From an optimization exercise on the open Yosys and OpenROAD flow, aimed at small area; shortcuts taken in it are not production practice. The RTL was checked by simulation tests, not by an equivalence proof against the original design.

// Txt_Renderer
module Txt_Renderer(
	input              CLOCK_50,
	input              RST_N,         
	input       [3:1]  KEY,
	input       [9:0]  SW,
	output      [6:0]  HEX3,
	output      [6:0]  HEX5,
	output             LEDR0,
	input       [31:0] from_hps,
	output      [7:0]  hps_dout1,     
	output      [7:0]  hps_dout2,     
	output             hps_op_cplt,   
	output      [2:0]  hps_sens_mode, 
	output      [3:1]  hps_sens_t,    
	output             hps_graph,     
	output      [12:0] p1_addr,
	output             p1_we,
	output      [7:0]  p1_w,
	input       [7:0]  p1_r,
	output      [12:0] p2_addr,
	input       [7:0]  p2_r,
	output VGA_CLK,
	output VGA_BLANK_N,
	output VGA_HS,
	output VGA_VS,
	output [7:0]VGA_R,
	output [7:0]VGA_B,
	output [7:0]VGA_G
);
	wire rst;
	assign rst = ~RST_N;
	function [11:0] add12(input [11:0] a, input [11:0] b, input ci);
		integer k; reg c; reg [11:0] s;
		begin
			c = ci;
			for (k = 0; k < 12; k = k + 1) begin
				s[k] = a[k] ^ b[k] ^ c;
				c = (a[k] & b[k]) | (c & (a[k] ^ b[k]));
			end
			add12 = s;
		end
	endfunction
	function [12:0] inc13(input [12:0] a);
		integer k; reg c; reg [12:0] s;
		begin
			c = 1'b1;
			for (k = 0; k < 13; k = k + 1) begin
				s[k] = a[k] ^ c;
				c = a[k] & c;
			end
			inc13 = s;
		end
	endfunction
	function [12:0] dec13(input [12:0] a);
		integer k; reg c; reg [12:0] s;
		begin
			c = 1'b1;
			for (k = 0; k < 13; k = k + 1) begin
				s[k] = a[k] ^ c;
				c = ~a[k] & c;
			end
			dec13 = s;
		end
	endfunction
	Mem_Controller mem_controller (
		.clk(CLOCK_50), .rst(rst),
		.cmd(from_hps[31:29]),
		.addr(from_hps[28:16]),
		.din1(from_hps[7:0]),
		.din2(from_hps[15:8]),
		.mem_out(p1_r),
		.dout1(hps_dout1),
		.dout2(hps_dout2),
		.mem_in(p1_w),
		.mem_w_nr(p1_we),
		.mem_addr(p1_addr),
		.op_cplt_flag(hps_op_cplt)
	);
	reg [10:0] hc;
	reg [9:0]  vc;
	wire h_last = hc == 11'd1599;
	wire eol    = SW[9] & (hc == 11'd1311);
	wire [10:0] hc_inc = inc13({2'b0, hc});
	wire [9:0]  vc_dec = dec13({3'b0, vc});
	always @(posedge CLOCK_50 or posedge rst) begin
  ...
Size: about 3800 cells after synthesis, ~170 I/O pins, roughly 48000 um2 of cells after synthesis.
Settings: LEC_CHECK=0, CAP_MARGIN=10, CORE_MARGIN=2, CORE_UTILIZATION=55, CTS_CLUSTER_DIAMETER=60, CTS_CLUSTER_SIZE=25, PLACE_DENSITY=0.7, SLEW_MARGIN=10, SYNTH_MEMORY_MAX_BITS=65536; clock period 30.0 ns.
standard.sh (not shown) runs the stock make flow with config.mk's settings and CLKGATE_MAP_FILE= SYNTH_SCRIPT=/design/flow/synth_recipe.tcl, a recipe that flattens the netlist after the stock synthesis.
==> flow/flow/run.sh <==
#!/bin/bash
# Layout flow: the standard layout (standard.sh, ORFS make targets) run
# with a copy of the ORFS scripts that changes how the layout is made, not
# what it must meet:
#  - synthesis maps to cells with flow/abc_area.script, an area-oriented ABC
#    script (rounds of &dc2, &dch and &nf with delay relaxed, no buffering
#    or upsizing; the later ORFS
#    repair steps still fix slew, capacitance and timing);
#  - clock tree synthesis inserts no dummy loads;
#  - port buffers are buf_1 cells.
# Every tool's output goes to ORFS's logs under orfs/logs; make's own output
# goes to flow_make.log here.
set -euo pipefail
rm -rf scripts_area
cp -r "$FLOW_HOME/scripts" scripts_area
cp flow/abc_area.script scripts_area/abc_speed.script
sed -i 's/^  -sink_clustering_enable \\$/  -sink_clustering_enable -dont_use_dummy_load \\/' scripts_area/cts.tcl
grep -q -- '-dont_use_dummy_load' scripts_area/cts.tcl
bash standard.sh SCRIPTS_DIR="$PWD/scripts_area" \
  "BUFFER_PORTS_ARGS=-buffer_cell sky130_fd_sc_hd__buf_1" \
  finish > flow_make.log 2>&1
==> flow/flow/abc_area.script <==
&get -n
&st
&dc2
&dch -f
&nf -R 1000 -p
&st
&dc2
&dch -f
&nf -R 1000 -p
&st
&dc2
&dch -f
&nf -R 1000 -p
&st
&dc2
&dch -f
&nf -R 1000 -p
&put
topo
stime -c
Edit:
Settings changed: CAP_MARGIN 10 to 20, CORE_UTILIZATION 55 to 40, PLACE_DENSITY 0.7 to not set, SLEW_MARGIN 10 to 20.
The new run finished with timing, DRC and antenna clean.
Flip-flop and latch count is unchanged.
Die area increases by about 37%.
Final area rises by 2.0%.
Via count came out lower by about 1.7%.
Maximum frequency is about the same.
Global-route usage goes down by 10 points.
Routed wire length rose by 1.1%.


Txt_Renderer again, from the RTL that the note above started with.
Settings: LEC_CHECK=0, CAP_MARGIN=10, CORE_MARGIN=2, CORE_UTILIZATION=55, CTS_CLUSTER_DIAMETER=60, CTS_CLUSTER_SIZE=25, GPL_TIMING_DRIVEN=0, PLACE_DENSITY=0.7, SLEW_MARGIN=10, SYNTH_MEMORY_MAX_BITS=65536; clock period 30.0 ns.
Scripts as last shown in full above: flow/flow/run.sh, flow/flow/abc_area.script
Edit:
--- a/flow/config.mk
+++ b/flow/config.mk
@@ -10,5 +10,4 @@
 export CORE_UTILIZATION = 55
-export CTS_CLUSTER_DIAMETER = 60
-export CTS_CLUSTER_SIZE = 25
-export GPL_TIMING_DRIVEN = 0
+export CTS_CLUSTER_DIAMETER = 70
+export CTS_CLUSTER_SIZE = 28
 export PLACE_DENSITY = 0.7
Effect: Worst hold slack stays flat; core utilization drops by 0.88 points; worst setup slack gains 0.69 ns; clock skew decreases by 0.0089 ns.

==> port drivers added, routing unchanged <==
How much do the figures lean on ideal ports? The routed layouts below were timed once more, with nothing changed but the port constraints. Step 1 (the two cells are an assumption about what drives the block):
set clk [get_ports {CLOCK_50}]
set_driving_cell -lib_cell sky130_fd_sc_hd__clkbuf_16 $clk
set_driving_cell -lib_cell sky130_fd_sc_hd__buf_2 [delete_from_list [all_inputs] $clk]
Step 2, shift: input delay + t, output delay - t, t = (earliest + latest rising clock arrival at the registers) / 2. This alone moves slack from input paths to output paths. a / b / c = ideal ports / drivers / drivers and shift; a / b = the first two.
| run | t (ns) | setup slack, ns | worst setup path at the end |
|---|---|---|---|
| the first run of note 1 | 0.689 | 1.568 / 1.540 / 1.540 | input to output |
| the second run of note 1 | 0.719 | 1.585 / 1.559 / 1.559 | input to output |
| the first run of note 2 | 0.713 | 0.892 / 0.870 / 0.870 | input to output |
| the second run of note 2 | 0.706 | 1.580 / 1.552 / 1.552 | input to output |
After both steps setup and hold are still met in every run listed.
